This design comes from an exercise in tuning for small area and a short achievable clock period on the open sky130 flow, not from production work.
Function was checked by simulation only, so behaviour that the tests miss may differ from the original.
Power and IR drop assume default switching activity.

===== design/flow/design.v =====
package panda_pkg;
  typedef enum logic [3:0] {
    ALU_ADD,
    ALU_SUB,
    ALU_AND,
    ALU_OR,
    ALU_XOR,
    ALU_SLL,
    ALU_SRL,
    ALU_SRA,
    ALU_EQ,
    ALU_NE,
    ALU_LT,
    ALU_LTU,
    ALU_GE,
    ALU_GEU
  } alu_operator_e;
  typedef enum logic [6:0] {
    OPCODE_LOAD     = 7'b0000011,
    OPCODE_MISC_MEM = 7'b0001111,
    OPCODE_OP_IMM   = 7'b0010011,
    OPCODE_AUIPC    = 7'b0010111,
    OPCODE_STORE    = 7'b0100011,
    OPCODE_OP       = 7'b0110011,
    OPCODE_LUI      = 7'b0110111,
    OPCODE_BRANCH   = 7'b1100011,
    OPCODE_JALR     = 7'b1100111,
    OPCODE_JAL      = 7'b1101111,
    OPCODE_SYSTEM   = 7'b1110011
  } opcode_e;
endpackage
module panda_adder (
  input  logic [31:0] operand_a_i,
  input  logic [31:0] operand_b_i,
  input  logic        subtract_i,
  output logic [31:0] p_o,      
  output logic [31:0] g_o,      
  output logic [31:0] t_o,      
  output logic [31:0] sum_o,
  output logic        carry_o
);
  logic [31:0] bx, pn, gn, gn0;
  panda_adder_bx i_bx (
    .operand_b_i(operand_b_i),
    .subtract_i (subtract_i ),
    .bx_o       (bx         )
  );
  panda_adder_p i_p (
    .operand_a_i(operand_a_i),
    .bx_i       (bx         ),
    .p_o        (p_o        ),
    .pn_o       (pn         )
  );
  panda_adder_g i_g (
    .operand_a_i(operand_a_i),
    .bx_i       (bx         ),
    .subtract_i (subtract_i ),
    .g_o        (g_o        ),
    .t_o        (t_o        ),
    .gn_o       (gn         ),
    .gcn_o      (gn0        )
  );
  logic [31:0] g1, p1, g2n, p2n, g3, p3, g4n, p4n, g5, p5;
  panda_adder_pfx_n2p #(.D(1))  i_l1 (.gn_i(gn0), .pn_i(pn),  .g_o(g1),  .p_o(p1));
  panda_adder_pfx_p2n #(.D(2))  i_l2 (.g_i(g1),   .p_i(p1),   .gn_o(g2n), .pn_o(p2n));
  panda_adder_pfx_n2p #(.D(4))  i_l3 (.gn_i(g2n), .pn_i(p2n), .g_o(g3),  .p_o(p3));
  panda_adder_pfx_p2n #(.D(8))  i_l4 (.g_i(g3),   .p_i(p3),   .gn_o(g4n), .pn_o(p4n));
  panda_adder_pfx_n2p #(.D(16)) i_l5 (.gn_i(g4n), .pn_i(p4n), .g_o(g5),  .p_o(p5));
  assign sum_o   = ~pn ^ {g5[30:0], subtract_i};
  assign carry_o = g5[31];
endmodule
module panda_adder_bx (
  input  logic [31:0] operand_b_i,
  input  logic        subtract_i,
  output logic [31:0] bx_o
);
  assign bx_o = operand_b_i ^ {32{subtract_i}};
endmodule
module panda_adder_p (
  input  logic [31:0] operand_a_i,
  input  logic [31:0] bx_i,
  output logic [31:0] p_o,
  output logic [31:0] pn_o
);
  assign p_o  = operand_a_i ^ bx_i;
  assign pn_o = ~(operand_a_i ^ bx_i);
endmodule
module panda_adder_g (
  input  logic [31:0] operand_a_i,
  input  logic [31:0] bx_i,
  input  logic        subtract_i,
  output logic [31:0] g_o,
  output logic [31:0] t_o,
  output logic [31:0] gn_o,
  output logic [31:0] gcn_o    
);
  assign g_o   = operand_a_i & bx_i;
  assign t_o   = operand_a_i | bx_i;
  assign gn_o  = ~(operand_a_i & bx_i);
  assign gcn_o = {gn_o[31:1],
                  ~((operand_a_i[0] & bx_i[0]) | ((operand_a_i[0] | bx_i[0]) & subtract_i))};
endmodule
module panda_adder_pfx_n2p #(
  parameter int D = 1
) (
  input  logic [31:0] gn_i,
  input  logic [31:0] pn_i,
  output logic [31:0] g_o,
  output logic [31:0] p_o
);
  for (genvar i = 0; i < 32; i++) begin : g_node
    if (i >= D) begin : g_comb
      assign g_o[i] = ~(gn_i[i] & (pn_i[i] | gn_i[i-D]));
      assign p_o[i] = ~(pn_i[i] | pn_i[i-D]);
    end else begin : g_pass
      assign g_o[i] = ~gn_i[i];
      assign p_o[i] = ~pn_i[i];
    end
  end
endmodule
module panda_adder_pfx_p2n #(
  parameter int D = 1
) (
  input  logic [31:0] g_i,
  input  logic [31:0] p_i,
  output logic [31:0] gn_o,
  output logic [31:0] pn_o
);
  for (genvar i = 0; i < 32; i++) begin : g_node
    if (i >= D) begin : g_comb
      assign gn_o[i] = ~(g_i[i] | (p_i[i] & g_i[i-D]));
      assign pn_o[i] = ~(p_i[i] & p_i[i-D]);
    end else begin : g_pass
      assign gn_o[i] = ~g_i[i];
      assign pn_o[i] = ~p_i[i];
    end
  end
endmodule
module panda_comparator_sub #(
  parameter int unsigned Width = 32
) (
  input  logic [Width-1:0] sub_result_i,  
  input  logic             msb_a_i,       
  input  logic             msb_b_i,       
  input  logic             sign_i,        
  output logic             is_equal_o,    
  output logic             is_less_o      
);
  assign is_equal_o = sub_result_i == {Width{1'b0}};
  always_comb begin
    if (msb_a_i ^ msb_b_i) begin
      is_less_o = msb_b_i ^ sign_i;
    end else begin
      is_less_o = sub_result_i[Width-1];
    end
  end
endmodule
module panda_shifter (
  input  logic        arithmetic_i,
  input  logic [31:0] operand_i,
  input  logic [ 4:0] amount_i,
  output logic [31:0] left_o,
  output logic [31:0] right_o
);
  logic fill;
  assign fill = arithmetic_i & operand_i[31];
  logic [31:0] l [6];
  logic [31:0] r [6];
  logic [31:0] operand_n;
  panda_shift_inv i_inv (.data_i(operand_i), .data_no(operand_n));
  assign l[0] = operand_n;
  assign r[0] = operand_n;
  for (genvar s = 0; s < 5; s++) begin : g_stage
    panda_shift_stage #(.D(1 << s), .Left(1), .InvIn((s + 1) % 2)) i_left (
      .data_i  (l[s]       ),
      .amount_i(amount_i[s]),
      .fill_i  (1'b0       ),
      .data_o  (l[s+1]     )
    );
    panda_shift_stage #(.D(1 << s), .Left(0), .InvIn((s + 1) % 2)) i_right (
      .data_i  (r[s]                   ),
      .amount_i(amount_i[s]            ),
      .fill_i  (fill ^ ((s % 2) == 0)  ),
      .data_o  (r[s+1]                 )
    );
  end
  assign left_o  = l[5];
  assign right_o = r[5];
endmodule
module panda_shift_stage #(
  parameter int D     = 1,
  parameter bit Left  = 1'b0,
  parameter bit InvIn = 1'b0
) (
  input  logic [31:0] data_i,
  input  logic        amount_i,
  input  logic        fill_i,
  output logic [31:0] data_o
);
  logic [31:0] shifted;
  if (Left) begin : g_left
    assign shifted = {data_i[31-D:0], {D{InvIn}}};
  end else begin : g_right
    assign shifted = {{D{fill_i}}, data_i[31:D]};
  end
  assign data_o = ~(amount_i ? shifted : data_i);
endmodule
module panda_shift_inv (
  input  logic [31:0] data_i,
  output logic [31:0] data_no
);
  assign data_no = ~data_i;
endmodule
module panda_alu (
  input  logic [ 3:0] operator_i,
  input  logic [31:0] operand_a_i,
  input  logic [31:0] operand_b_i,
  output logic [31:0] result_o
);
  logic adder_sub, arithmetic;
  logic en_add, en_and, en_or, en_xor, en_sll, en_sr;
  logic en_eq, en_ne, en_lt, en_ltu, en_ge, en_geu;
  panda_alu_decode i_decode (
    .operator_i  (operator_i),
    .adder_sub_o (adder_sub ),
    .arithmetic_o(arithmetic),
    .en_o        ({en_add, en_and, en_or, en_xor, en_sll, en_sr,
                   en_eq, en_ne, en_lt, en_ltu, en_ge, en_geu})
  );
  logic [31:0] p, g, t, sum;
  logic        carry;
  panda_adder i_adder (
    .operand_a_i(operand_a_i),
    .operand_b_i(operand_b_i),
    .subtract_i (adder_sub  ),
    .p_o        (p          ),
    .g_o        (g          ),
    .t_o        (t          ),
    .sum_o      (sum        ),
    .carry_o    (carry      )
  );
  logic [31:0] shift_left, shift_right;
  panda_shifter i_shifter (
    .arithmetic_i(arithmetic      ),
    .operand_i   (operand_a_i     ),
    .amount_i    (operand_b_i[4:0]),
    .left_o      (shift_left      ),
    .right_o     (shift_right     )
  );
  logic cmp1, cmp0;
  panda_alu_compare i_compare (
    .p_i    (p                                   ),
    .signs_i(operand_a_i[31] ^ operand_b_i[31]   ),
    .en_i   ({en_eq, en_ne, en_lt, en_ltu, en_ge, en_geu}),
    .cmp1_o (cmp1                                ),
    .cmp0_o (cmp0                                )
  );
  logic [31:0] t1n, t2n, t3n;
  logic        t4n;
  panda_alu_aoi22 i_sel_add (.a_i(sum), .sa_i(en_add), .b_i(p), .sb_i(en_xor), .y_no(t1n));
  panda_alu_aoi22 i_sel_log (.a_i(g),   .sa_i(en_and), .b_i(t), .sb_i(en_or),  .y_no(t2n));
  panda_alu_aoi22 i_sel_sh  (.a_i(shift_left),  .sa_i(en_sll),
                             .b_i(shift_right), .sb_i(en_sr), .y_no(t3n));
  panda_alu_cmp_mux i_sel_cmp (.carry_i(carry), .cmp1_i(cmp1), .cmp0_i(cmp0), .y_no(t4n));
  panda_alu_nand i_sel_out (
    .t1n_i   (t1n     ),
    .t2n_i   (t2n     ),
    .t3n_i   (t3n     ),
    .t4n_i   (t4n     ),
    .result_o(result_o)
  );
endmodule
module panda_alu_decode (
  input  logic [ 3:0] operator_i,
  output logic        adder_sub_o,
  output logic        arithmetic_o,
  output logic [11:0] en_o    
);
  logic [3:0] op;
  assign op = operator_i;
  assign adder_sub_o  = (op == panda_pkg::ALU_SUB) | op[3];
  assign arithmetic_o = op == panda_pkg::ALU_SRA;
  assign en_o = {(op == panda_pkg::ALU_ADD) | (op == panda_pkg::ALU_SUB),
                 op == panda_pkg::ALU_AND,
                 op == panda_pkg::ALU_OR,
                 op == panda_pkg::ALU_XOR,
                 op == panda_pkg::ALU_SLL,
                 (op == panda_pkg::ALU_SRL) | (op == panda_pkg::ALU_SRA),
                 op == panda_pkg::ALU_EQ,
                 op == panda_pkg::ALU_NE,
                 op == panda_pkg::ALU_LT,
                 op == panda_pkg::ALU_LTU,
                 op == panda_pkg::ALU_GE,
                 op == panda_pkg::ALU_GEU};
endmodule
module panda_alu_compare (
  input  logic [31:0] p_i,
  input  logic        signs_i,    
  input  logic [ 5:0] en_i,       
  output logic        cmp1_o,     
  output logic        cmp0_o      
);
  logic is_equal, en_eq, en_ne, en_lt, en_ltu, en_ge, en_geu;
  assign {en_eq, en_ne, en_lt, en_ltu, en_ge, en_geu} = en_i;
  assign is_equal = &p_i;
  logic eq_res;
  assign eq_res = (en_eq & is_equal) | (en_ne & ~is_equal);
  assign cmp1_o = eq_res | (en_lt & signs_i)  | (en_ge & ~signs_i) | en_geu;
  assign cmp0_o = eq_res | (en_lt & ~signs_i) | (en_ge & signs_i)  | en_ltu;
endmodule
module panda_alu_aoi22 (
  input  logic [31:0] a_i,
  input  logic        sa_i,
  input  logic [31:0] b_i,
  input  logic        sb_i,
  output logic [31:0] y_no
);
  assign y_no = ~(({32{sa_i}} & a_i) | ({32{sb_i}} & b_i));
endmodule
module panda_alu_cmp_mux (
  input  logic carry_i,
  input  logic cmp1_i,
  input  logic cmp0_i,
  output logic y_no
);
  assign y_no = ~(carry_i ? cmp1_i : cmp0_i);
endmodule
module panda_alu_nand (
  input  logic [31:0] t1n_i,
  input  logic [31:0] t2n_i,
  input  logic [31:0] t3n_i,
  input  logic        t4n_i,     
  output logic [31:0] result_o
);
  assign result_o = ~(t1n_i & t2n_i & t3n_i & {31'h7fffffff, t4n_i});
endmodule
module panda_rf_read #(
  parameter bit Extra = 1'b0    
) (
  input  logic [31:0]       sel_i,
  input  logic [31:0][31:0] data_i,
  input  logic [31:0]       extra_i,    
  output logic [31:0]       data_o
);
  logic [15:0][31:0] s1n;    
  logic [ 3:0][31:0] s2;     
  logic [ 1:0][31:0] s3n;    
  for (genvar k = 0; k < 16; k++) begin : g_s1
    panda_rf_aoi22 i_aoi (
      .a_i (data_i[2*k]  ),
      .sa_i(sel_i[2*k]   ),
      .b_i (data_i[2*k+1]),
      .sb_i(sel_i[2*k+1] ),
      .y_no(s1n[k]       )
    );
  end
  for (genvar k = 0; k < 4; k++) begin : g_s2
    panda_rf_nand4 i_nand (
      .a_ni(s1n[4*k]  ),
      .b_ni(s1n[4*k+1]),
      .c_ni(s1n[4*k+2]),
      .d_ni(s1n[4*k+3]),
      .y_o (s2[k]     )
    );
  end
  for (genvar k = 0; k < 2; k++) begin : g_s3
    panda_rf_nor2 i_nor (
      .a_i (s2[2*k]  ),
      .b_i (s2[2*k+1]),
      .y_no(s3n[k]   )
    );
  end
  if (Extra) begin : g_extra
    assign data_o = ~(s3n[0] & s3n[1] & ~extra_i);
  end else begin : g_plain
    assign data_o = ~(s3n[0] & s3n[1]);
  end
endmodule
module panda_rf_aoi22 (
  input  logic [31:0] a_i,
  input  logic        sa_i,
  input  logic [31:0] b_i,
  input  logic        sb_i,
  output logic [31:0] y_no
);
  assign y_no = ~(({32{sa_i}} & a_i) | ({32{sb_i}} & b_i));
endmodule
module panda_rf_nand4 (
  input  logic [31:0] a_ni,
  input  logic [31:0] b_ni,
  input  logic [31:0] c_ni,
  input  logic [31:0] d_ni,
  output logic [31:0] y_o
);
  assign y_o = ~(a_ni & b_ni & c_ni & d_ni);
endmodule
module panda_rf_nor2 (
  input  logic [31:0] a_i,
  input  logic [31:0] b_i,
  output logic [31:0] y_no
);
  assign y_no = ~(a_i | b_i);
endmodule
module panda_rf_decode #(
  parameter bit Gate = 1'b0
) (
  input  logic [ 4:0] addr_i,
  input  logic [31:1] ready_i,
  input  logic        gate_i,
  output logic [31:1] sel_o
);
  for (genvar i = 1; i < 32; i++) begin : g_sel
    if (Gate) begin : g_gated
      assign sel_o[i] = (addr_i == i) & ready_i[i] & ~gate_i;
    end else begin : g_plain
      assign sel_o[i] = (addr_i == i) & ready_i[i];
    end
  end
endmodule
module panda_exec (
  input  logic        clk_i,
  input  logic        rst_ni,
  input  logic [ 3:0] operator_i,
  input  logic [ 4:0] rs1_addr_i,
  input  logic [ 4:0] rs2_addr_i,
  input  logic [ 4:0] rd_addr_i,
  input  logic        rd_we_i,
  input  logic        use_imm_i,
  input  logic [31:0] imm_i,
  output logic [31:0] result_o
);
  logic [31:0]       operand_a;
  logic [31:0]       operand_b;
  logic [31:0]       alu_result;
  logic [31:0]       result_q;
  logic [31:1][31:0] regs_q;
  logic [31:1]       valid_q;    
  logic [31:1]       pend_q;     
  logic [31:1]       ready;      
  logic [ 4:0]       wr_addr_q;
  logic              wr_en_q;
  always_ff @(posedge clk_i or negedge rst_ni) begin
    if (~rst_ni) begin
      pend_q  <= '0;
      valid_q <= '0;
      wr_en_q <= 1'b0;
    end else begin
      for (int i = 1; i < 32; i++) begin
        pend_q[i] <= rd_we_i & (rd_addr_i == i);
      end
      valid_q <= valid_q | pend_q;
      wr_en_q <= rd_we_i & (rd_addr_i != 5'd0);
    end
  end
  always_ff @(posedge clk_i) begin
    wr_addr_q <= rd_addr_i;
  end
  always_ff @(posedge clk_i) begin
    for (int i = 1; i < 32; i++) begin
      if (pend_q[i]) begin
        regs_q[i] <= result_q;
      end
    end
  end
  assign ready = valid_q & ~pend_q;
  logic [31:1] sel1, sel2;
  logic        byp1, byp2;
  panda_rf_decode #(.Gate(1'b0)) i_decode_a (
    .addr_i (rs1_addr_i),
    .ready_i(ready     ),
    .gate_i (1'b0      ),
    .sel_o  (sel1      )
  );
  panda_rf_decode #(.Gate(1'b1)) i_decode_b (
    .addr_i (rs2_addr_i),
    .ready_i(ready     ),
    .gate_i (use_imm_i ),
    .sel_o  (sel2      )
  );
  assign byp1 = wr_en_q & (rs1_addr_i == wr_addr_q);
  assign byp2 = wr_en_q & (rs2_addr_i == wr_addr_q) & ~use_imm_i;
  panda_rf_read #(.Extra(1'b0)) i_read_a (
    .sel_i  ({sel1, byp1}),
    .data_i ({regs_q, result_q}),
    .extra_i('0),
    .data_o (operand_a)
  );
  panda_rf_read #(.Extra(1'b1)) i_read_b (
    .sel_i  ({sel2, byp2}),
    .data_i ({regs_q, result_q}),
    .extra_i({32{use_imm_i}} & imm_i),
    .data_o (operand_b)
  );
  panda_alu i_alu (
    .operator_i (operator_i),
    .operand_a_i(operand_a ),
    .operand_b_i(operand_b ),
    .result_o   (alu_result)
  );
  always_ff @(posedge clk_i or negedge rst_ni) begin
    if (~rst_ni) begin
      result_q <= '0;
    end else begin
      result_q <= alu_result;
    end
  end
  assign result_o = result_q;
endmodule

===== design/flow/run.sh =====
#!/bin/bash
# synth_recipe.tcl (not shown) runs the flow's synth.tcl, then flattens the netlist and writes it again
# the make line also repeats each setting of config.mk as NAME=value (left out here)
make -C /OpenROAD-flow-scripts/flow DESIGN_CONFIG=/design/flow/config.mk WORK_HOME=/design/flow/orfs CLKGATE_MAP_FILE= SYNTH_SCRIPT=/design/flow/synth_recipe.tcl finish

===== design/flow/config.mk =====
export PLATFORM = sky130hd
export DESIGN_NAME = panda_exec
export DESIGN_NICKNAME = panda_exec
export VERILOG_FILES = /design/flow/design.v
export SDC_FILE = /design/flow/constraint.sdc
export NUM_CORES = 4
export LEC_CHECK = 0
export CAP_MARGIN = 20
export CORE_MARGIN = 2
export CORE_UTILIZATION = 40
export CTS_CLUSTER_DIAMETER = 80
export CTS_CLUSTER_SIZE = 24
export SETUP_SLACK_MARGIN = 3.0
export SLEW_MARGIN = 20
export SYNTH_HIERARCHICAL = 1
export TNS_END_PERCENT = 10

===== design/flow/constraint.sdc =====
create_clock -name core_clock -period 7.5 [get_ports {clk_i}]
set_input_delay 1.5000 -clock core_clock [delete_from_list [all_inputs] [get_ports {clk_i}]]
set_output_delay 1.5000 -clock core_clock [all_outputs]
set_load 0.01 [all_outputs]

==> impl_metrics.py, run 1 <==
metrics = {
    "outcome": {
        "status": "timing/DRC/antenna clean",
    },
    "global_routing": {
        "grt.total_usage_pct": 28.32,
        "grt.overflow.total": 0,
        "grt_max_degree": 65,
        "antenna_found_initial": 10,
        "first_global_vias": 39040,
        "grt_pass1_wl_microns": 281000,
    },
    "sta": {
        "layout_setup_ws_ns": 2.851,
        "fmax_mhz": 215.1,
        "hold_viol_final": 0,
        "setup_violations": 0,
        "rsz0062_at_grt": "true",
        "fin_crit_ns": 4.649,
        "max_slew.worst_pin.slew_ns": 1.010,
        "drv_slew": 0,
        "period_share_pct": 61.99,
        "maxSlewHeadroom_pct": 32.65,
        "fin_setup_tns_ns": 0,
        "skew_ns": 0.05459,
    },
    "floorplan": {
        "rows": 134,
        "die_h_microns": 369.6,
        "start_util_pct": 40.17,
        "die_w_microns": 369.6,
        "dieArea_sq_um": 136600,
        "core_sq_um": 133100,
        "ios": 87,
    },
    "detailed_routing": {
        "routed_via_density": 6.690,
        "wl_microns": 202900,
        "drt_iter0_markers": 6082,
        "ant_nets": 0,
        "wl_per_cell_microns": 33.15,
        "drc": 0,
        "firstDrtPassIters": 7,
        "num_vias": 40950,
    },
    "cts": {
        "cts_tree": "yes",
        "ctsHtreeMaxLevel": 2,
        "insertion_delay_ns": 0.73,
        "cts_buffer_depth": 3,
        "numCtsBuffers": 55,
        "cts.sinks": 1092,
        "clk_pin_slew_ns": 0.11,
        "postCtsHoldBufs": 0,
        "cts-root-buf": "clkbuf_16",
    },
    "placement": {
        "dpl_cell_area_sq_um": 55790,
        "port_buffers": 86,
        "place_inst": 5861,
        "place_congestion": 0.9704,
        "place_hpwl_microns": 129400,
        "place_ws_ns": 0.6198,
    },
    "worst_setup_path": {
        "arrival_ns": 5.26,
        "critical_path_class": "primary input to flip-flop",
        "cp_max_fo": 16,
        "cp-end-kind": "flip-flop",
        "r2r_end": "result_q[12]$_DFF_PN0_",
        "cp-start-kind": "primary input",
        "ff2ff_path_depth": 19,
        "r2r_start": "pend_q[25]$_DFF_PN0_",
        "rrSetupSlack_ns": 2.95,
        "required_ns": 8.11,
    },
    "power_and_ir_drop": {
        "combPwrFrac_pct": 23.2,
        "p_leak_uw": 0.02048,
        "pwr-share-seq_pct": 51.3,
        "p_sw_share_pct": 30.69,
        "power.total_uw": 13870,
        "pwr-share-clk_pct": 25.5,
        "p_int_uw": 9613,
        "power.net_switching_uw": 4256,
        "ir_worst_vdd_uv": 202.0,
        "p_per_area_nw_per_um2": 222.7,
    },
    "finish": {
        "layout-drive-gt1-share_pct": 22.39,
        "layout.nets": 4374,
        "fillerInstances": 11890,
        "instances_no_fill": 6121,
        "final_common_cell": "a22oi_1",
        "stdcell_area_sq_um": 62270,
        "layout_common_cells": "1071 x a22oi_1, 992 x edfxtp_1, 277 x mux2i_1, 270 x buf_4, 267 x nand4_1",
        "syn2layout_area_growth_pct": 16.46,
    },
    "yosys": {
        "syn_nets": 4142,
        "postSynthCellCount": 4087,
        "yosysWarnings": 12,
        "syn_area_sq_um": 53470,
        "syn_avg_cell_area_sq_um": 13.08,
    },
    "run": {
        "cap_violations": 0,
    },
    "min_path": {
        "min_to": "valid_q[13]$_DFF_PN0_",
        "holdPathStages": 1,
        "worstHoldStart": "valid_q[13]$_DFF_PN0_",
        "hold_class": "flip-flop to flip-flop",
    },
}
worst max-delay path: stages:
cell      delay (ns)
buf_8           0.12
nor2b_2         0.15
buf_6           0.14
and3_4          0.25
buf_12          0.15
buf_4           0.14
a22oi_2         0.17
nand4_1         0.29
nor2_4          0.25
nand3b_1        0.13
buf_8           0.18
buf_16          0.17
mux2i_1         0.17
mux2i_2         0.24
buf_4           0.17
mux2i_1         0.08
mux2i_1         0.34
mux2i_1         0.12
a22oi_1         0.32
nand3_1         0.12
metal layers:
metal,share of wire [%],up-vias,wire length (microns),global-route usage (%)
li1,-,16910,-,-
met1,38,20830,76810,37.61
met2,47,2681,94810,45.73
met3,11,514,21820,5.772
met4,4.6,14,9405,10.66
met5,0.047,-,96,0
stage by stage:
step / hold slack (ns) / util, %
after CTS: 0.4659 / 45.66
after global routing: 0.4789 / 46.77
after detailed placement: 0.4418 / 41.91
after floorplan: 0.4278 / -
after global placement: 0.4420 / 41.91
final: 0.4659 / 46.78
state kept, by name, summed over array words and instances, names as in the netlist:
name and cells:
result_q 32, wr_en_q 1, pend_q 31, valid_q 31, wr_addr_q 5, regs_q 992
layout make-up:
type | count | area (sq um) | area share, %
sequential | 1092 | 32330 | 51.92
multi-input combinational | 2645 | 21450 | 34.45
timing repair buffer | 430 | 4232 | 6.796
tap | 1768 | 2212 | 3.553
clock buffer | 74 | 1469 | 2.359
inverter | 95 | 360.3 | 0.5787
clock inverter | 15 | 214.0 | 0.3436
antenna | 2 | 5.005 | 0.008037
power by group through the flow:
stage	clock [uW]	sequential, uW	combinational [uW]
final	3530	7120	3220
after floorplan	0	7360	1420
after detailed placement	0	7240	2490
after CTS	3550	7110	2960
after global placement	0	7240	2490
after global routing	3740	7130	3390
worst max-delay path by stage:
stage	from	endpoint	slack, ns	cells past startpoint
6_report	rs2_addr_i[0]	result_q[16]$_DFF_PN0_	2.85	20
5_1_grt	rs2_addr_i[4]	result_q[0]$_DFF_PN0_	2.79	18
4_1_cts	rs2_addr_i[4]	result_q[0]$_DFF_PN0_	2.93	18
3_5_place_dp	rs2_addr_i[0]	result_q[0]$_DFF_PN0_	0.62	16
3_3_place_gp	rs2_addr_i[3]	result_q[22]$_DFF_PN0_	0.56	18
2_1_floorplan	rs2_addr_i[4]	result_q[29]$_DFF_PN0_	3.00	18
timing repair:
| item | 4_1_cts | 5_1_grt |
|---|---|---|
| setup endpoints to repair | 32 | 32 |
| pin swaps | 145 | 136 |
| buffers inserted | 99 | 48 |
| gates resized for setup | 569 | 207 |
| cloned | 13 | 9 |
==> run 2, diff against run 1 <==
--- a/design/flow/design.v
+++ b/design/flow/design.v
@@ -434,21 +434,22 @@
   logic [31:0]       alu_result;
   logic [31:0]       result_q;
   logic [31:1][31:0] regs_q;
-  logic [31:1]       valid_q;    
   logic [31:1]       pend_q;     
-  logic [31:1]       ready;      
+  logic [31:1]       ready_q;    
+  logic [31:1]       pend_d;
   logic [ 4:0]       wr_addr_q;
   logic              wr_en_q;
+  for (genvar i = 1; i < 32; i++) begin : g_pend
+    assign pend_d[i] = rd_we_i & (rd_addr_i == i);
+  end
   always_ff @(posedge clk_i or negedge rst_ni) begin
     if (~rst_ni) begin
       pend_q  <= '0;
-      valid_q <= '0;
+      ready_q <= '0;
       wr_en_q <= 1'b0;
     end else begin
-      for (int i = 1; i < 32; i++) begin
-        pend_q[i] <= rd_we_i & (rd_addr_i == i);
-      end
-      valid_q <= valid_q | pend_q;
+      pend_q  <= pend_d;
+      ready_q <= (ready_q | pend_q) & ~pend_d;
       wr_en_q <= rd_we_i & (rd_addr_i != 5'd0);
     end
   end
@@ -462,18 +463,17 @@
       end
     end
   end
-  assign ready = valid_q & ~pend_q;
   logic [31:1] sel1, sel2;
   logic        byp1, byp2;
   panda_rf_decode #(.Gate(1'b0)) i_decode_a (
     .addr_i (rs1_addr_i),
-    .ready_i(ready     ),
+    .ready_i(ready_q   ),
     .gate_i (1'b0      ),
     .sel_o  (sel1      )
   );
   panda_rf_decode #(.Gate(1'b1)) i_decode_b (
     .addr_i (rs2_addr_i),
-    .ready_i(ready     ),
+    .ready_i(ready_q   ),
     .gate_i (use_imm_i ),
     .sel_o  (sel2      )
   );
==> impl_metrics.py, run 2 <==
metrics = {
    "min_path": {
        "hold_class": "flip-flop to flip-flop",
    },
    "sta": {
        "drv_slew": 0,
        "maxSlewHeadroom_pct": 18.41,
        "fmax_mhz": 210.6,
        "skew_ns": 0.05009,
        "period_share_pct": 63.30,
        "setup_violations": 0,
        "hold_viol_final": 0,
        "fin_setup_tns_ns": 0,
        "fin_crit_ns": 4.747,
        "rsz0062_at_grt": "true",
        "max_slew.worst_pin.slew_ns": 1.224,
        "layout_setup_ws_ns": 2.753,
    },
    "worst_setup_path": {
        "cp-start-kind": "primary input",
        "slowest_stage": "a22oi_2",
        "cp-end-kind": "flip-flop",
        "cp_cell_sequence": "buf_12, nor4b_4, and3_1, buf_8, buf_8, a22oi_1, nand4_1, nor2_4, nand3b_1, buf_6, buf_4, buf_16, mux2i_1, mux2i_1, mux2i_1, mux2i_1, mux2i_1, a22oi_2, nand3_1",
        "cpMostUsedCell": "mux2i_1",
        "required_ns": 8.05,
        "rrSetupSlack_ns": 3.26,
        "cp_max_fo": 18,
        "critical_path_class": "primary input to flip-flop",
        "slowest_delay_ns": 0.47,
        "arrival_ns": 5.30,
    },
    "run": {
        "cap_violations": 0,
    },
    "detailed_routing": {
        "drc": 0,
        "firstDrtPassIters": 8,
        "num_vias": 41310,
        "drt_iter0_markers": 7251,
        "routed_via_density": 6.851,
        "wl_microns": 215500,
        "wl_per_cell_microns": 35.74,
        "ant_nets": 0,
    },
    "finish": {
        "fillerInstances": 11770,
        "layout.nets": 4282,
        "instances_no_fill": 6029,
        "layout_common_cells": "1096 x a22oi_1, 992 x edfxtp_1, 290 x mux2i_1, 267 x nand4_1, 189 x buf_4",
        "layout-drive-gt1-share_pct": 18.71,
        "syn2layout_area_growth_pct": 14.10,
        "final_common_cell": "a22oi_1",
        "top_regs": "regs_q x992, result_q x32",
        "regMostFlops": "regs_q",
        "largest_reg_flops": 992,
    },
    "global_routing": {
        "antenna_found_initial": 13,
        "grt_max_degree": 65,
        "grt.overflow.total": 0,
        "grt_pass1_wl_microns": 294500,
        "first_global_vias": 39110,
        "grt.total_usage_pct": 30.25,
    },
    "cts": {
        "cts.sinks": 1092,
        "postCtsHoldBufs": 0,
        "insertion_delay_ns": 0.72,
        "cts-root-buf": "clkbuf_16",
        "cts_tree": "yes",
        "ctsHtreeMaxLevel": 2,
        "numCtsBuffers": 57,
        "cts_buffer_depth": 3,
        "clk_pin_slew_ns": 0.10,
    },
    "outcome": {
        "status": "timing/DRC/antenna clean",
    },
    "placement": {
        "port_buffers": 86,
        "place_hpwl_microns": 133300,
        "place_inst": 5819,
        "place_ws_ns": 0.5657,
        "place_congestion": 0.9713,
    },
    "power_and_ir_drop": {
        "ir_worst_vdd_uv": 195.4,
        "p_leak_uw": 0.02001,
        "p_per_area_nw_per_um2": 236.8,
    },
    "floorplan": {
        "rows": 133,
        "start_util_pct": 40.43,
        "core_sq_um": 131800,
        "ios": 87,
        "die_h_microns": 369.0,
        "dieArea_sq_um": 136200,
        "die_w_microns": 369.0,
    },
    "yosys": {
        "syn_avg_cell_area_sq_um": 13.05,
        "syn_area_sq_um": 53290,
        "postSynthCellCount": 4082,
        "syn_nets": 4137,
        "yosysWarnings": 12,
    },
}
## run 2: changes by cell type in the layout (fill, tap and decap cells not counted), sizes merged, moves of 3 or more
| cell | before | now |
|---|---|---|
| clkdlybuf4s15 | 0 | 3 |
| inv | 99 | 102 |
| or2 | 64 | 33 |
| nor2 | 244 | 307 |
| buf | 347 | 257 |
| and3 | 70 | 73 |
| nand4bb | 0 | 3 |
| nor2b | 39 | 8 |
| diode | 2 | 8 |
| nand2b | 19 | 16 |
| nor3 | 10 | 7 |
## run 2: through the flow
step,instance area (sq um),util [%],power [uW],hold WS (ns)
after global routing,60780,46.12,14810,0.5298
after detailed placement,55500,42.11,10350,0.4937
after CTS,60070,45.57,14210,0.5171
after global placement,55500,42.11,10340,0.4844
final,60800,46.13,14400,0.5158
after floorplan,53290,-,9153,0.4654
## run 2: final timing paths
check | from | to | cells after the start
max | use_imm_i | result_q[24]$_DFF_PN0_ | 19
max reg2reg | ready_q[24]$_DFF_PN0_ | result_q[25]$_DFF_PN0_ | 17
min reg2reg | pend_q[31]$_DFF_PN0_ | regs_q[990]$_DFFE_PP_ | 0
max in group asynchronous | rst_ni | pend_q[2]$_DFF_PN0_ | 2
min | pend_q[31]$_DFF_PN0_ | regs_q[990]$_DFFE_PP_ | 0
min in group asynchronous | rst_ni | result_q[21]$_DFF_PN0_ | 1
## run 2: critical path, delay by kind of cell
family / cells / cell delay [ns]
mux: 5 / 0.79
compound gates: 2 / 0.56
buf+inv: 6 / 1.10
simple gates: 6 / 1.25
## run 2: timing repair
action | in CTS | in global routing
setup endpoints to repair | 32 | 32
cloned | 14 | 6
pin swaps | 90 | 50
resized for setup | 527 | 96
setup buffers | 60 | 24
## run 2: routing by layer
layer | track usage, % | routed length [microns] | share of wire (%) | vias to the layer above
met2 | 47.54 | 96990 | 45 | 3096
li1 | - | - | - | 16740
met3 | 6.875 | 26670 | 12 | 548
met1 | 40.02 | 80520 | 37 | 20920
met5 | 0 | 28 | 0.013 | -
met4 | 13.31 | 11280 | 5.2 | 4
## run 2: area by class of cell
type	instances	area (sq um)	area share, %
flip-flops and latches	1092	32310	53.14
diodes	8	20.02	0.03293
clock buffers	80	1538	2.529
repair buffers	339	3502	5.760
inverters	95	359.1	0.5906
multi-input cells	2642	20620	33.92
clock inverters	18	257.7	0.4239
well taps	1755	2196	3.611
## run 2: power by group
group / switching, uW / total, uW / internal [uW]
logic: 2330 / 3460 / 1130
clock network: 2080 / 3600 / 1530
registers: 216 / 7330 / 7120
==> run 3, diff against run 2 <==
--- a/design/flow/config.mk
+++ b/design/flow/config.mk
@@ -13,4 +13,4 @@
 export SETUP_SLACK_MARGIN = 3.0
 export SLEW_MARGIN = 20
 export SYNTH_HIERARCHICAL = 1
-export TNS_END_PERCENT = 10
+export TNS_END_PERCENT = 30
==> impl_metrics.py, run 3 <==
metrics = {
    "yosys": {
        "postSynthCellCount": 4082,
        "syn_nets": 4137,
        "yosysWarnings": 12,
        "syn_area_sq_um": 53290,
        "syn_avg_cell_area_sq_um": 13.05,
    },
    "sta": {
        "rsz0062_at_grt": "true",
        "maxSlewHeadroom_pct": 17.39,
        "drv_slew": 0,
        "period_share_pct": 63.79,
        "hold_viol_final": 0,
        "fin_setup_tns_ns": 0,
        "fmax_mhz": 209.0,
        "setup_violations": 0,
        "fin_crit_ns": 4.784,
        "whs_ns": 0.5169,
        "max_slew.worst_pin.slew_ns": 1.239,
        "skew_ns": 0.04750,
    },
    "global_routing": {
        "first_global_vias": 39100,
        "grt_pass1_wl_microns": 294600,
        "grt.overflow.total": 0,
        "antenna_found_initial": 15,
        "grt_max_degree": 65,
        "grt.total_usage_pct": 30.29,
    },
    "detailed_routing": {
        "ant_nets": 0,
        "wl_microns": 215400,
        "firstDrtPassIters": 9,
        "routed_via_density": 6.864,
        "drc": 0,
        "wl_per_cell_microns": 35.69,
        "num_vias": 41420,
        "drt_iter0_markers": 7452,
    },
    "worst_setup_path": {
        "critical_path_class": "primary input to flip-flop",
        "cp_max_fo": 11,
        "cp-start-kind": "primary input",
        "required_ns": 8.06,
        "cp-end-kind": "flip-flop",
        "arrival_ns": 5.34,
    },
    "cts": {
        "numCtsBuffers": 57,
        "insertion_delay_ns": 0.73,
        "cts-root-buf": "clkbuf_16",
        "cts_buffer_depth": 3,
        "cts.sinks": 1092,
        "cts_tree": "yes",
        "postCtsHoldBufs": 0,
        "clk_pin_slew_ns": 0.10,
        "ctsHtreeMaxLevel": 2,
    },
    "finish": {
        "fillerInstances": 11770,
        "largest_reg_flops": 992,
        "regMostFlops": "regs_q",
        "layout_common_cells": "1099 x a22oi_1, 992 x edfxtp_1, 290 x mux2i_1, 267 x nand4_1, 200 x buf_4",
        "syn2layout_area_growth_pct": 14.14,
        "top_regs": "regs_q x992, result_q x32",
        "final_common_cell": "a22oi_1",
        "instances_no_fill": 6034,
        "layout.nets": 4290,
        "layout-drive-gt1-share_pct": 18.62,
        "stdcell_area_sq_um": 60820,
    },
    "floorplan": {
        "dieArea_sq_um": 136200,
        "die_h_microns": 369.0,
        "rows": 133,
        "ios": 87,
        "core_sq_um": 131800,
        "die_w_microns": 369.0,
        "start_util_pct": 40.43,
    },
    "power_and_ir_drop": {
        "ir_worst_vdd_uv": 195.7,
        "p_leak_uw": 0.02004,
        "p_per_area_nw_per_um2": 236.9,
        "power.total_uw": 14410,
    },
    "placement": {
        "port_buffers": 86,
        "place_congestion": 0.9713,
        "place_inst": 5819,
        "place_hpwl_microns": 133300,
        "dpl_cell_area_sq_um": 55500,
    },
    "min_path": {
        "hold_class": "flip-flop to flip-flop",
    },
    "run": {
        "cap_violations": 0,
    },
    "outcome": {
        "status": "timing/DRC/antenna clean",
    },
}
[run 3: power by group]
part           leakage, uW  switching (uW)  internal [uW]
Sequential          0.0103             215           7120
Combinational      0.00888            2330           1140
Clock             0.000858            2080           1530
Total               0.0200            4630           9780
[run 3: metrics by stage]
stage,utilization (%),setup slack (ns)
2_1_floorplan,-,3.004
3_3_place_gp,42.11,0.5370
3_5_place_dp,42.11,0.5657
4_1_cts,45.62,2.921
5_1_grt,46.14,2.709
6_report,46.15,2.716
[run 3: layer usage]
layer | global-route usage, % | part of all wire (%) | up-vias
met5 | 0 | 0.080 | -
met1 | 40.21 | 37 | 20890
met2 | 47.51 | 45 | 3225
li1 | - | - | 16740
met4 | 13.58 | 5.3 | 10
met3 | 6.646 | 13 | 553
[run 3: repair_timing]
item,CTS,global route
gates cloned,14,6
resized for setup,540,77
pin swaps,95,40
buffers inserted,60,32
setup endpoints to repair,32,32
[run 3: layout make-up]
cell class | instances | area (sq um) | share of cell area, %
Inverter | 95 | 359.1 | 0.5904
Clock buffer | 80 | 1538 | 2.528
Antenna cell | 5 | 12.51 | 0.02057
Multi-Input combinational cell | 2642 | 20610 | 33.89
Tap cell | 1755 | 2196 | 3.610
Clock inverter | 18 | 257.7 | 0.4238
Sequential cell | 1092 | 32310 | 53.12
Timing Repair Buffer | 347 | 3538 | 5.817
[run 3: worst max-delay path, cell delays in order]
cell and delay [ns]:
clkdlybuf4s15_2 0.34, and3b_2 0.36, and3_2 0.45, a22oi_1 0.25, nand4_1 0.16, nor2_2 0.31, nand2_2 0.24, inv_1 0.21
mux2i_1 0.12, mux2i_1 0.27, mux2i_1 0.14, mux2i_1 0.21, mux2i_1 0.11, a22oi_2 0.48, nand3_1 0.16
[run 3: path summary, 6_finish.rpt]
kind,start,endpoint,slack (ns),cells past startpoint
min in group asynchronous,rst_ni,result_q[21]$_DFF_PN0_,0.87,1
hold reg to reg,pend_q[31]$_DFF_PN0_,regs_q[990]$_DFFE_PP_,0.52,0
hold / removal,pend_q[31]$_DFF_PN0_,regs_q[990]$_DFFE_PP_,0.52,0
setup reg to reg,ready_q[24]$_DFF_PN0_,result_q[25]$_DFF_PN0_,3.32,17
max in group asynchronous,rst_ni,pend_q[2]$_DFF_PN0_,5.32,2
setup / recovery,rs1_addr_i[2],result_q[24]$_DFF_PN0_,2.72,15
==> run 4, diff against run 3 <==
--- a/design/flow/design.v
+++ b/design/flow/design.v
@@ -247,9 +247,19 @@
     .left_o      (shift_left      ),
     .right_o     (shift_right     )
   );
+  logic [31:0] e;
+  logic [ 7:0] e8n;
+  logic [ 3:0] e16;
+  logic [ 1:0] e32n;
+  logic        is_equal;
+  panda_alu_xnor i_eq1 (.a_i(operand_a_i), .b_i(operand_b_i), .y_o(e));
+  panda_alu_nand4 #(.N(8)) i_eq2 (.a_i(e), .y_no(e8n));
+  panda_alu_nor2 #(.N(4)) i_eq3 (.a_ni(e8n), .y_o(e16));
+  panda_alu_nand2 #(.N(2)) i_eq4 (.a_i(e16), .y_no(e32n));
+  assign is_equal = ~(e32n[0] | e32n[1]);
   logic cmp1, cmp0;
   panda_alu_compare i_compare (
-    .p_i    (p                                   ),
+    .eq_i   (is_equal                            ),
     .signs_i(operand_a_i[31] ^ operand_b_i[31]   ),
     .en_i   ({en_eq, en_ne, en_lt, en_ltu, en_ge, en_geu}),
     .cmp1_o (cmp1                                ),
@@ -294,7 +304,7 @@
                  op == panda_pkg::ALU_GEU};
 endmodule
 module panda_alu_compare (
-  input  logic [31:0] p_i,
+  input  logic        eq_i,       
   input  logic        signs_i,    
   input  logic [ 5:0] en_i,       
   output logic        cmp1_o,     
@@ -302,7 +312,7 @@
 );
   logic is_equal, en_eq, en_ne, en_lt, en_ltu, en_ge, en_geu;
   assign {en_eq, en_ne, en_lt, en_ltu, en_ge, en_geu} = en_i;
-  assign is_equal = &p_i;
+  assign is_equal = eq_i;
   logic eq_res;
   assign eq_res = (en_eq & is_equal) | (en_ne & ~is_equal);
   assign cmp1_o = eq_res | (en_lt & signs_i)  | (en_ge & ~signs_i) | en_geu;
@@ -334,6 +344,43 @@
 );
   assign result_o = ~(t1n_i & t2n_i & t3n_i & {31'h7fffffff, t4n_i});
 endmodule
+module panda_alu_xnor (
+  input  logic [31:0] a_i,
+  input  logic [31:0] b_i,
+  output logic [31:0] y_o
+);
+  assign y_o = ~(a_i ^ b_i);
+endmodule
+module panda_alu_nand4 #(
+  parameter int N = 8
+) (
+  input  logic [4*N-1:0] a_i,
+  output logic [  N-1:0] y_no
+);
+  for (genvar k = 0; k < N; k++) begin : g_k
+    assign y_no[k] = ~(&a_i[4*k +: 4]);
+  end
+endmodule
+module panda_alu_nor2 #(
+  parameter int N = 4
+) (
+  input  logic [2*N-1:0] a_ni,
+  output logic [  N-1:0] y_o
+);
+  for (genvar k = 0; k < N; k++) begin : g_k
+    assign y_o[k] = ~(|a_ni[2*k +: 2]);
+  end
+endmodule
+module panda_alu_nand2 #(
+  parameter int N = 2
+) (
+  input  logic [2*N-1:0] a_i,
+  output logic [  N-1:0] y_no
+);
+  for (genvar k = 0; k < N; k++) begin : g_k
+    assign y_no[k] = ~(&a_i[2*k +: 2]);
+  end
+endmodule
 module panda_rf_read #(
   parameter bit Extra = 1'b0    
 ) (
--- a/design/flow/config.mk
+++ b/design/flow/config.mk
@@ -13,4 +13,4 @@
 export SETUP_SLACK_MARGIN = 3.0
 export SLEW_MARGIN = 20
 export SYNTH_HIERARCHICAL = 1
-export TNS_END_PERCENT = 30
+export TNS_END_PERCENT = 10
==> impl_metrics.py, run 4 <==
metrics = {
    "min_path": {
        "hold_class": "flip-flop to flip-flop",
        "holdPathStages": 2,
        "worstHoldStart": "ready_q[8]$_DFF_PN0_",
        "min_to": "ready_q[8]$_DFF_PN0_",
    },
    "sta": {
        "rsz0062_at_grt": "true",
        "hold_viol_final": 0,
        "period_share_pct": 62.47,
        "fin_crit_ns": 4.686,
        "drv_slew": 0,
        "fmax_mhz": 213.4,
        "maxSlewHeadroom_pct": 20.36,
        "skew_ns": 0.05042,
        "fin_setup_tns_ns": 0,
        "max_slew.worst_pin.slew_ns": 1.195,
        "setup_violations": 0,
    },
    "placement": {
        "port_buffers": 86,
        "place_inst": 5922,
        "place_congestion": 0.9984,
        "place_hpwl_microns": 137500,
    },
    "worst_setup_path": {
        "cp-start-kind": "primary input",
        "required_ns": 8.07,
        "critical_path_class": "primary input to flip-flop",
        "r2r_end": "result_q[0]$_DFF_PN0_",
        "cp_top_family": "simple AND/OR/NAND/NOR gates",
        "path_buf_inv": 4,
        "slowest_stage": "nand4_1",
        "arrival_ns": 5.25,
        "cpMostUsedCell": "o21ai_2",
        "rrSetupSlack_ns": 3.24,
        "cp_cell_sequence": "buf_16, and4b_4, and3_4, buf_12, a22oi_1, nand4_1, nor2_4, nand3b_1, xor2_2, xnor2_2, o21ai_2, a21oi_2, buf_4, o21ai_2, a21oi_2, o21ai_2, buf_4, mux2i_1, nand4_1",
        "cp-end-kind": "flip-flop",
        "r2r_start": "ready_q[24]$_DFF_PN0_",
        "slowest_delay_ns": 0.35,
        "cp_max_fo": 12,
        "ff2ff_path_depth": 18,
    },
    "detailed_routing": {
        "drt_iter0_markers": 6972,
        "drc": 0,
        "wl_per_cell_microns": 34.98,
        "firstDrtPassIters": 6,
        "ant_nets": 0,
        "routed_via_density": 6.743,
        "num_vias": 42030,
        "wl_microns": 218100,
    },
    "finish": {
        "layout.nets": 4464,
        "multi_input_comb_area_sq_um": 21410,
        "final_common_cell": "a22oi_1",
        "top_regs": "regs_q x992, result_q x32",
        "regMostFlops": "regs_q",
        "layout_common_cells": "1066 x a22oi_1, 992 x edfxtp_1, 315 x buf_4, 283 x mux2i_1, 267 x nand4_1",
        "largest_reg_flops": 992,
        "layout-drive-gt1-share_pct": 23.36,
        "syn2layout_area_growth_pct": 18.01,
        "instances_no_fill": 6233,
        "fillerInstances": 11700,
        "seq_area_sq_um": 32300,
    },
    "floorplan": {
        "core_sq_um": 133100,
        "start_util_pct": 40.24,
        "rows": 134,
        "dieArea_sq_um": 136900,
        "die_w_microns": 370.0,
        "die_h_microns": 370.0,
        "ios": 87,
    },
    "yosys": {
        "syn_nets": 4171,
        "syn_area_sq_um": 53570,
        "postSynthCellCount": 4116,
        "syn_avg_cell_area_sq_um": 13.01,
        "yosysWarnings": 12,
    },
    "power_and_ir_drop": {
        "p_sw_share_pct": 32.40,
        "ir_worst_vdd_uv": 222.2,
        "p_leak_uw": 0.02115,
        "p_int_uw": 10160,
        "p_per_area_nw_per_um2": 237.7,
        "pwr-share-seq_pct": 48.9,
        "pwr-share-clk_pct": 25.8,
        "power.net_switching_uw": 4869,
        "combPwrFrac_pct": 25.3,
    },
    "global_routing": {
        "antenna_found_initial": 11,
        "grt.overflow.total": 0,
        "grt.total_usage_pct": 30.71,
        "grt_pass1_wl_microns": 300300,
        "grt_max_degree": 65,
        "first_global_vias": 39630,
    },
    "cts": {
        "insertion_delay_ns": 0.75,
        "cts-root-buf": "clkbuf_16",
        "cts_tree": "yes",
        "clk_pin_slew_ns": 0.08,
        "numCtsBuffers": 60,
        "cts.sinks": 1092,
        "cts_buffer_depth": 3,
        "ctsHtreeMaxLevel": 2,
    },
    "run": {
        "cap_violations": 0,
    },
    "outcome": {
        "status": "timing/DRC/antenna clean",
    },
}
[run 4: metrics by stage]
stage	hold slack (ns)	worst slack (ns)	util, %	power, uW	area [sq um]
2_1_floorplan	0.4654	2.970	-	9208	53600
3_3_place_gp	0.4865	0.5204	42.31	10440	56320
3_5_place_dp	0.4965	0.5846	42.31	10450	56320
4_1_cts	0.5179	2.933	46.33	14640	61680
5_1_grt	0.5501	2.738	47.48	15430	63200
6_report	0.5102	2.814	47.48	15020	63210
[run 4: worst reg2reg max path, cell delays in order, from the launching register on]
cell      delay, ns
dfrtp_1        0.57
and3_4         0.33
buf_12         0.16
buf_4          0.19
a22oi_2        0.17
nand4_1        0.35
nor2_4         0.31
nand3b_1       0.18
xor2_2         0.21
xnor2_2        0.30
o21ai_2        0.12
a21oi_2        0.23
buf_4          0.16
o21ai_2        0.08
a21oi_2        0.25
o21ai_2        0.09
buf_4          0.17
mux2i_1        0.15
nand4_1        0.11
[run 4: layout make-up]
cell class / count / area share [%]
Multi-Input combinational cell: 2674 / 33.86
Antenna cell: 4 / 0.01583
Clock buffer: 90 / 2.603
Inverter: 95 / 0.5641
Tap cell: 1768 / 3.499
Timing Repair Buffer: 486 / 7.729
Sequential cell: 1092 / 51.10
Clock inverter: 24 / 0.6195
[run 4: timing repair]
item / in CTS / in global routing
hold buffers: 0 / 0
pin swaps: 135 / 194
setup buffers: 108 / 59
cloned: 19 / 6
gates resized for setup: 570 / 213
endpoints found under the setup margin: 32 / 32
[run 4: worst max path at each step]
stage / endpoint / start / depth (start not counted)
finish: result_q[0]$_DFF_PN0_ / use_imm_i / 19
global route: result_q[17]$_DFF_PN0_ / rs2_addr_i[0] / 21
CTS: result_q[0]$_DFF_PN0_ / use_imm_i / 17
detailed placement: result_q[0]$_DFF_PN0_ / rs2_addr_i[3] / 19
global placement: result_q[20]$_DFF_PN0_ / rs2_addr_i[2] / 20
floorplan: result_q[29]$_DFF_PN0_ / rs2_addr_i[4] / 18
[run 4: power groups by stage]
stage                     Sequential [uW]  Combinational [uW]  Clock, uW
after detailed placement             7440                3010          0
after floorplan                      7550                1660          0
after global placement               7440                3000          0
after global routing                 7350                3980       4100
after CTS                            7330                3420       3890
final                                7350                3800       3880
[run 4: routing by layer]
metal / track usage, % / share of wire (%)
met5: 0 / 0.022
met3: 7.152 / 12
met2: 47.75 / 45
met1: 40.96 / 38
met4: 13.64 / 5.6
==> run 5, diff against run 4 <==
--- a/design/flow/config.mk
+++ b/design/flow/config.mk
@@ -10,6 +10,7 @@
 export CORE_UTILIZATION = 40
 export CTS_CLUSTER_DIAMETER = 80
 export CTS_CLUSTER_SIZE = 24
+export GPL_ROUTABILITY_DRIVEN = 0
 export SETUP_SLACK_MARGIN = 3.0
 export SLEW_MARGIN = 20
 export SYNTH_HIERARCHICAL = 1
==> impl_metrics.py, run 5 <==
metrics = {
    "placement": {
        "port_buffers": 86,
        "place_ws_ns": 0.7254,
        "place_hpwl_microns": 133900,
        "place_inst": 5914,
    },
    "global_routing": {
        "grt_use_met3_pct": 8.417,
        "grt_max_degree": 65,
        "first_global_vias": 39600,
        "grtUsageMet2_pct": 47.40,
        "busiest_layer": "met2",
        "antenna_found_initial": 21,
        "grt_pass1_wl_microns": 298100,
        "grt.total_usage_pct": 30.58,
        "grtUsageMet1_pct": 38.55,
        "grt.overflow.total": 0,
    },
    "finish": {
        "layout.nets": 4400,
        "regMostFlops": "regs_q",
        "layout_common_cells": "1089 x a22oi_1, 992 x edfxtp_1, 285 x mux2i_1, 267 x nand4_1, 260 x buf_4",
        "top_regs": "regs_q x992, result_q x32",
        "syn2layout_area_growth_pct": 15.01,
        "instances_no_fill": 6148,
        "final_common_cell": "a22oi_1",
        "fillerInstances": 11850,
        "layout-drive-gt1-share_pct": 20.05,
        "largest_reg_flops": 992,
    },
    "sta": {
        "drv_slew": 0,
        "max_slew.worst_pin.slew_ns": 1.254,
        "period_share_pct": 63.58,
        "hold_viol_final": 0,
        "skew_ns": 0.05081,
        "layout_setup_ws_ns": 2.731,
        "fin_crit_ns": 4.769,
        "setup_violations": 0,
        "whs_ns": 0.5156,
        "fmax_mhz": 209.7,
        "maxSlewHeadroom_pct": 16.43,
        "fin_setup_tns_ns": 0,
        "rsz0062_at_grt": "true",
    },
    "detailed_routing": {
        "ant_nets": 0,
        "wl_per_cell_microns": 35.59,
        "routed_via_density": 6.848,
        "drc": 0,
        "num_vias": 42100,
        "wl_microns": 218800,
        "drt_iter0_markers": 7749,
        "firstDrtPassIters": 7,
    },
    "power_and_ir_drop": {
        "pwr-share-seq_pct": 50.9,
        "ir_worst_vdd_uv": 224.1,
        "p_leak_uw": 0.02051,
        "p_sw_share_pct": 32.17,
        "power.total_uw": 14450,
        "p_int_uw": 9804,
        "p_per_area_nw_per_um2": 234.6,
        "pwr-share-clk_pct": 24.6,
        "combPwrFrac_pct": 24.5,
        "power.net_switching_uw": 4650,
    },
    "cts": {
        "numCtsBuffers": 56,
        "cts_buffer_depth": 3,
        "clk_pin_slew_ns": 0.10,
        "cts-root-buf": "clkbuf_16",
        "cts_tree": "yes",
        "ctsHtreeMaxLevel": 2,
        "cts.sinks": 1092,
        "insertion_delay_ns": 0.74,
        "postCtsHoldBufs": 0,
    },
    "yosys": {
        "syn_area_sq_um": 53570,
        "syn_avg_cell_area_sq_um": 13.01,
        "yosysWarnings": 12,
        "syn_nets": 4171,
        "postSynthCellCount": 4116,
    },
    "worst_setup_path": {
        "arrival_ns": 5.33,
        "cp_max_fo": 12,
        "slowest_stage": "o21ai_1",
        "critical_path_class": "primary input to flip-flop",
        "cp_cell_sequence": "buf_16, and4bb_4, and3_4, clkbuf_16, a22oi_1, nand4_1, nor2_2, nand3b_1, xor2_2, nand2_1, o21ai_1, a21oi_2, o21ai_2, a21oi_2, o21ai_2, xnor2_1, a22oi_1, nand3_1",
        "cp-start-kind": "primary input",
        "required_ns": 8.06,
        "slowest_delay_ns": 0.34,
        "cp-end-kind": "flip-flop",
        "ff2ff_path_depth": 18,
    },
    "min_path": {
        "hold_class": "flip-flop to flip-flop",
        "holdPathStages": 2,
    },
    "floorplan": {
        "start_util_pct": 40.24,
        "die_h_microns": 370.0,
        "core_sq_um": 133100,
        "ios": 87,
        "dieArea_sq_um": 136900,
        "die_w_microns": 370.0,
        "rows": 134,
    },
    "outcome": {
        "status": "timing/DRC/antenna clean",
    },
    "run": {
        "cap_violations": 0,
    },
}
[run 5: metrics by stage]
step / util (%) / cell area [sq um]
finish: 46.28 / 61610
global route: 46.27 / 61600
CTS: 45.58 / 60680
detailed placement: 42.23 / 56210
global placement: 42.22 / 56210
floorplan: - / 53600
[run 5: path summary, 6_finish.rpt]
path / start / to / slack, ns
worst max-delay path: use_imm_i / result_q[29]$_DFF_PN0_ / 2.73
worst min-delay path: ready_q[21]$_DFF_PN0_ / ready_q[21]$_DFF_PN0_ / 0.52
worst max register to register: ready_q[28]$_DFF_PN0_ / result_q[29]$_DFF_PN0_ / 3.16
worst min register to register: ready_q[21]$_DFF_PN0_ / ready_q[21]$_DFF_PN0_ / 0.52
max in group asynchronous: rst_ni / pend_q[27]$_DFF_PN0_ / 5.29
min in group asynchronous: rst_ni / result_q[21]$_DFF_PN0_ / 0.84
[run 5: power groups by stage]
stage | logic, uW | registers [uW] | clock network, uW
2_1_floorplan | 1660 | 7550 | 0
3_3_place_gp | 2920 | 7430 | 0
3_5_place_dp | 2930 | 7430 | 0
4_1_cts | 3250 | 7330 | 3570
5_1_grt | 3690 | 7350 | 3770
6_report | 3540 | 7350 | 3560
[run 5: timing repair]
action                     CTS  global route
gates resized for setup    468           145
setup endpoints to repair   32            32
gates cloned                20             6
pin swaps                   93            69
buffers inserted            84            31
hold endpoints to repair     0             0
[run 5: worst max-delay path, delay by kind of cell]
family	cells	cell delay (ns)
buffers and inverters	2	0.35
AO/OA/AOI/OAI	7	1.34
AND/OR/NAND/NOR	7	1.73
XOR/XNOR	2	0.40
[run 5: area by class of cell]
| type | count | area (sq um) | area share, % |
|---|---|---|---|
| timing repair buffer | 423 | 4293 | 6.968 |
| clock inverter | 16 | 215.2 | 0.3493 |
| inverter | 95 | 364.1 | 0.5910 |
| sequential | 1092 | 32310 | 52.44 |
| multi-input combinational | 2677 | 20710 | 33.61 |
| antenna | 5 | 12.51 | 0.02031 |
| clock buffer | 72 | 1495 | 2.427 |
| tap | 1768 | 2212 | 3.591 |
[run 5: metal layers]
layer	share of wire, %	routed length [microns]
met4	6.7	14570
met2	45	97630
met3	13	28570
met1	36	77950
met5	0.042	92
==> run 6, diff against run 5 <==
--- a/design/flow/design.v
+++ b/design/flow/design.v
@@ -481,22 +481,21 @@
   logic [31:0]       alu_result;
   logic [31:0]       result_q;
   logic [31:1][31:0] regs_q;
+  logic [31:1]       valid_q;    
   logic [31:1]       pend_q;     
-  logic [31:1]       ready_q;    
-  logic [31:1]       pend_d;
+  logic [31:1]       ready;      
   logic [ 4:0]       wr_addr_q;
   logic              wr_en_q;
-  for (genvar i = 1; i < 32; i++) begin : g_pend
-    assign pend_d[i] = rd_we_i & (rd_addr_i == i);
-  end
   always_ff @(posedge clk_i or negedge rst_ni) begin
     if (~rst_ni) begin
       pend_q  <= '0;
-      ready_q <= '0;
+      valid_q <= '0;
       wr_en_q <= 1'b0;
     end else begin
-      pend_q  <= pend_d;
-      ready_q <= (ready_q | pend_q) & ~pend_d;
+      for (int i = 1; i < 32; i++) begin
+        pend_q[i] <= rd_we_i & (rd_addr_i == i);
+      end
+      valid_q <= valid_q | pend_q;
       wr_en_q <= rd_we_i & (rd_addr_i != 5'd0);
     end
   end
@@ -510,17 +509,18 @@
       end
     end
   end
+  assign ready = valid_q & ~pend_q;
   logic [31:1] sel1, sel2;
   logic        byp1, byp2;
   panda_rf_decode #(.Gate(1'b0)) i_decode_a (
     .addr_i (rs1_addr_i),
-    .ready_i(ready_q   ),
+    .ready_i(ready     ),
     .gate_i (1'b0      ),
     .sel_o  (sel1      )
   );
   panda_rf_decode #(.Gate(1'b1)) i_decode_b (
     .addr_i (rs2_addr_i),
-    .ready_i(ready_q   ),
+    .ready_i(ready     ),
     .gate_i (use_imm_i ),
     .sel_o  (sel2      )
   );
--- a/design/flow/config.mk
+++ b/design/flow/config.mk
@@ -10,8 +10,7 @@
 export CORE_UTILIZATION = 40
 export CTS_CLUSTER_DIAMETER = 80
 export CTS_CLUSTER_SIZE = 24
-export GPL_ROUTABILITY_DRIVEN = 0
-export SETUP_SLACK_MARGIN = 3.0
+export SETUP_SLACK_MARGIN = 4.0
 export SLEW_MARGIN = 20
 export SYNTH_HIERARCHICAL = 1
 export TNS_END_PERCENT = 10
==> impl_metrics.py, run 6 <==
metrics = {
    "outcome": {
        "status": "timing/DRC/antenna clean",
    },
    "sta": {
        "max_slew.worst_pin.slew_ns": 0.9911,
        "skew_ns": 0.05356,
        "fin_setup_tns_ns": 0,
        "hold_viol_final": 0,
        "maxSlewHeadroom_pct": 33.93,
        "period_share_pct": 61.97,
        "drv_slew": 0,
        "rsz0062_at_grt": "true",
        "fin_crit_ns": 4.648,
        "setup_violations": 0,
        "fmax_mhz": 215.1,
    },
    "cts": {
        "ctsHtreeMaxLevel": 2,
        "cts_buffer_depth": 3,
        "clk_pin_slew_ns": 0.09,
        "insertion_delay_ns": 0.72,
        "cts-root-buf": "clkbuf_16",
        "numCtsBuffers": 55,
        "postCtsHoldBufs": 0,
        "cts.sinks": 1092,
        "cts_tree": "yes",
    },
    "global_routing": {
        "grt_max_degree": 65,
        "antenna_found_initial": 25,
        "grt_pass1_wl_microns": 309700,
        "grt.total_usage_pct": 31.83,
        "first_global_vias": 40410,
        "grt.overflow.total": 0,
    },
    "min_path": {
        "hold_class": "flip-flop to flip-flop",
        "min_to": "valid_q[31]$_DFF_PN0_",
        "worstHoldStart": "valid_q[31]$_DFF_PN0_",
        "holdPathStages": 1,
    },
    "yosys": {
        "syn_avg_cell_area_sq_um": 13.04,
        "syn_area_sq_um": 53750,
        "yosysWarnings": 12,
        "postSynthCellCount": 4121,
        "syn_nets": 4176,
    },
    "placement": {
        "place_inst": 5912,
        "place_hpwl_microns": 128900,
        "port_buffers": 86,
        "place_congestion": 1.040,
    },
    "power_and_ir_drop": {
        "ir_worst_vdd_uv": 169.7,
        "combPwrFrac_pct": 23.5,
        "pwr-share-clk_pct": 25.6,
        "pwr-share-seq_pct": 50.9,
        "p_leak_uw": 0.02095,
        "p_int_uw": 9659,
        "p_sw_share_pct": 30.84,
        "power.net_switching_uw": 4307,
        "p_per_area_nw_per_um2": 221.3,
    },
    "finish": {
        "syn2layout_area_growth_pct": 17.42,
        "multi_input_comb_area_sq_um": 21440,
        "layout_common_cells": "1090 x a22oi_1, 992 x edfxtp_1, 290 x buf_4, 278 x mux2i_1, 267 x nand4_1",
        "instances_no_fill": 6255,
        "fillerInstances": 11890,
        "regMostFlops": "regs_q",
        "layout-drive-gt1-share_pct": 23.81,
        "final_common_cell": "a22oi_1",
        "layout.nets": 4482,
        "top_regs": "regs_q x992, result_q x32",
        "largest_reg_flops": 992,
        "seq_area_sq_um": 32300,
    },
    "floorplan": {
        "start_util_pct": 40.27,
        "ios": 87,
        "dieArea_sq_um": 137300,
        "core_sq_um": 133500,
        "rows": 134,
        "die_w_microns": 370.6,
        "die_h_microns": 370.6,
    },
    "run": {
        "cap_violations": 0,
    },
    "worst_setup_path": {
        "rrSetupSlack_ns": 2.85,
        "cp-start-kind": "flip-flop",
        "critical_path_class": "flip-flop to flip-flop",
        "ff2ff_path_depth": 18,
        "cp-end-kind": "flip-flop",
        "arrival_ns": 5.22,
        "required_ns": 8.07,
        "cp_max_fo": 34,
        "r2r_start": "pend_q[30]$_DFF_PN0_",
        "r2r_end": "result_q[0]$_DFF_PN0_",
    },
    "detailed_routing": {
        "wl_microns": 225900,
        "drt_iter0_markers": 8008,
        "drc": 0,
        "routed_via_density": 6.913,
        "firstDrtPassIters": 6,
        "num_vias": 43240,
        "ant_nets": 0,
        "wl_per_cell_microns": 36.12,
    },
}
run 6: cell types whose count changed in the layout (fill, tap and decap cells not counted), sizes merged, moves of 3 or more:
cell / delta
bufbuf: -4
and3: +17
inv: -4
or2: +31
nor2b: +32
buf: +64
nor2: -63
diode: +9
nand2b: +3
clkbuf: +15
nand4bb: -3
nor3: +3
run 6: metrics by stage:
stage	hold WS [ns]	area (sq um)	power [uW]	worst slack, ns	utilization (%)
after floorplan	0.4278	54200	8868	3.179	-
final	0.4649	63110	13970	2.852	47.29
after global routing	0.4784	63090	14290	2.813	47.27
after global placement	0.4403	56650	9814	0.9023	42.44
after CTS	0.4627	62860	13790	3.113	47.10
after detailed placement	0.4405	56650	9819	0.9478	42.44
run 6: worst max-delay path, cell delays in order (launching register included):
cell and delay, ns:
dfrtp_2 0.40, buf_6 0.24, nor2b_1 0.74, and3_4 0.61, buf_4 0.28, a22oi_1 0.11, nand4_1 0.17, nor2_4 0.09
nand2_4 0.13, buf_4 0.17, xnor2_1 0.11, nand4_1 0.12, nor2_1 0.12, nand2_1 0.09, nor2_2 0.14, mux2_4 0.30
or3_1 0.35, mux2i_1 0.17, nand4_1 0.11
run 6: worst max path at each step:
stage | startpoint | end | slack [ns] | cells after the start
after floorplan | rs2_addr_i[3] | result_q[29]$_DFF_PN0_ | 3.18 | 18
after global placement | rs2_addr_i[2] | result_q[25]$_DFF_PN0_ | 0.90 | 16
after detailed placement | rs2_addr_i[0] | result_q[21]$_DFF_PN0_ | 0.95 | 19
after CTS | rs1_addr_i[0] | result_q[0]$_DFF_PN0_ | 3.11 | 17
after global routing | rs2_addr_i[3] | result_q[24]$_DFF_PN0_ | 2.81 | 19
final | pend_q[30]$_DFF_PN0_ | result_q[0]$_DFF_PN0_ | 2.85 | 18
run 6: cell type report:
cell class	count	area share, %
Multi-Input combinational cell	2704	33.98
Sequential cell	1092	51.19
Timing Repair Buffer	479	7.912
Clock inverter	12	0.2676
Antenna cell	14	0.05551
Clock buffer	91	2.512
Inverter	95	0.5829
Tap cell	1768	3.505
run 6: routing by layer:
layer | GRT usage (%) | share of wire (%) | vias up
li1 | - | - | 17220
met1 | 43.56 | 38 | 21610
met2 | 44.71 | 41 | 3646
met3 | 10.77 | 15 | 747
met4 | 16.23 | 6.2 | 16
met5 | 0 | 0.046 | -
run 6: repair_timing:
item                                    CTS  global route
endpoints found under the setup margin   64            64
endpoints found under the hold margin     0             0
pin swaps                               218            13
resized for setup                       639            35
cloned                                   41             1
setup buffers                           178             6
run 6: power by group through the flow:
stage,Clock [uW],Combinational [uW],Sequential (uW)
after floorplan,0,1510,7360
after global placement,0,2590,7230
after detailed placement,0,2590,7230
after CTS,3580,3120,7090
after global routing,3770,3400,7110
final,3580,3280,7100

==> re-timing with driven ports <==
The flow's constraints put no driver on any port. The routed layouts listed below were extracted and timed again, unchanged, in two steps. Step 1 assumes that a clkbuf_16 drives the clock port and a buf_2 every other input. Step 2 times the ports against the registers' clock, not the clock port: input delays grow and output delays shrink by t, the midpoint of the rising clock arrivals with the driver on. Slacks: ideal ports / drivers / drivers and shift; pairs: ideal ports / drivers.
run	t, ns	setup WS [ns]	hold WS [ns]	worst slew at a driven data input, ns	cell pins on the clock port's net
run 1	0.772	2.851 / 2.652 / 1.879	0.466 / 0.466 / 0.466	0.34	1
run 2	0.769	2.753 / 2.762 / 1.993	0.516 / 0.516 / 0.516	0.12	1
run 3	0.774	2.716 / 2.766 / 1.992	0.517 / 0.517 / 0.517	0.10	1
run 4	0.796	2.814 / 2.748 / 1.952	0.510 / 0.510 / 0.510	0.14	1
run 5	0.796	2.731 / 2.670 / 1.874	0.516 / 0.516 / 0.516	0.14	1
run 6	0.778	2.852 / 2.852 / 2.122	0.465 / 0.465 / 0.465	0.12	1
After both steps setup and hold are still met in every run listed. For run 1, which loses most, drivers alone change the setup slack by -0.199 ns; drivers and shift together by -0.972 ns.
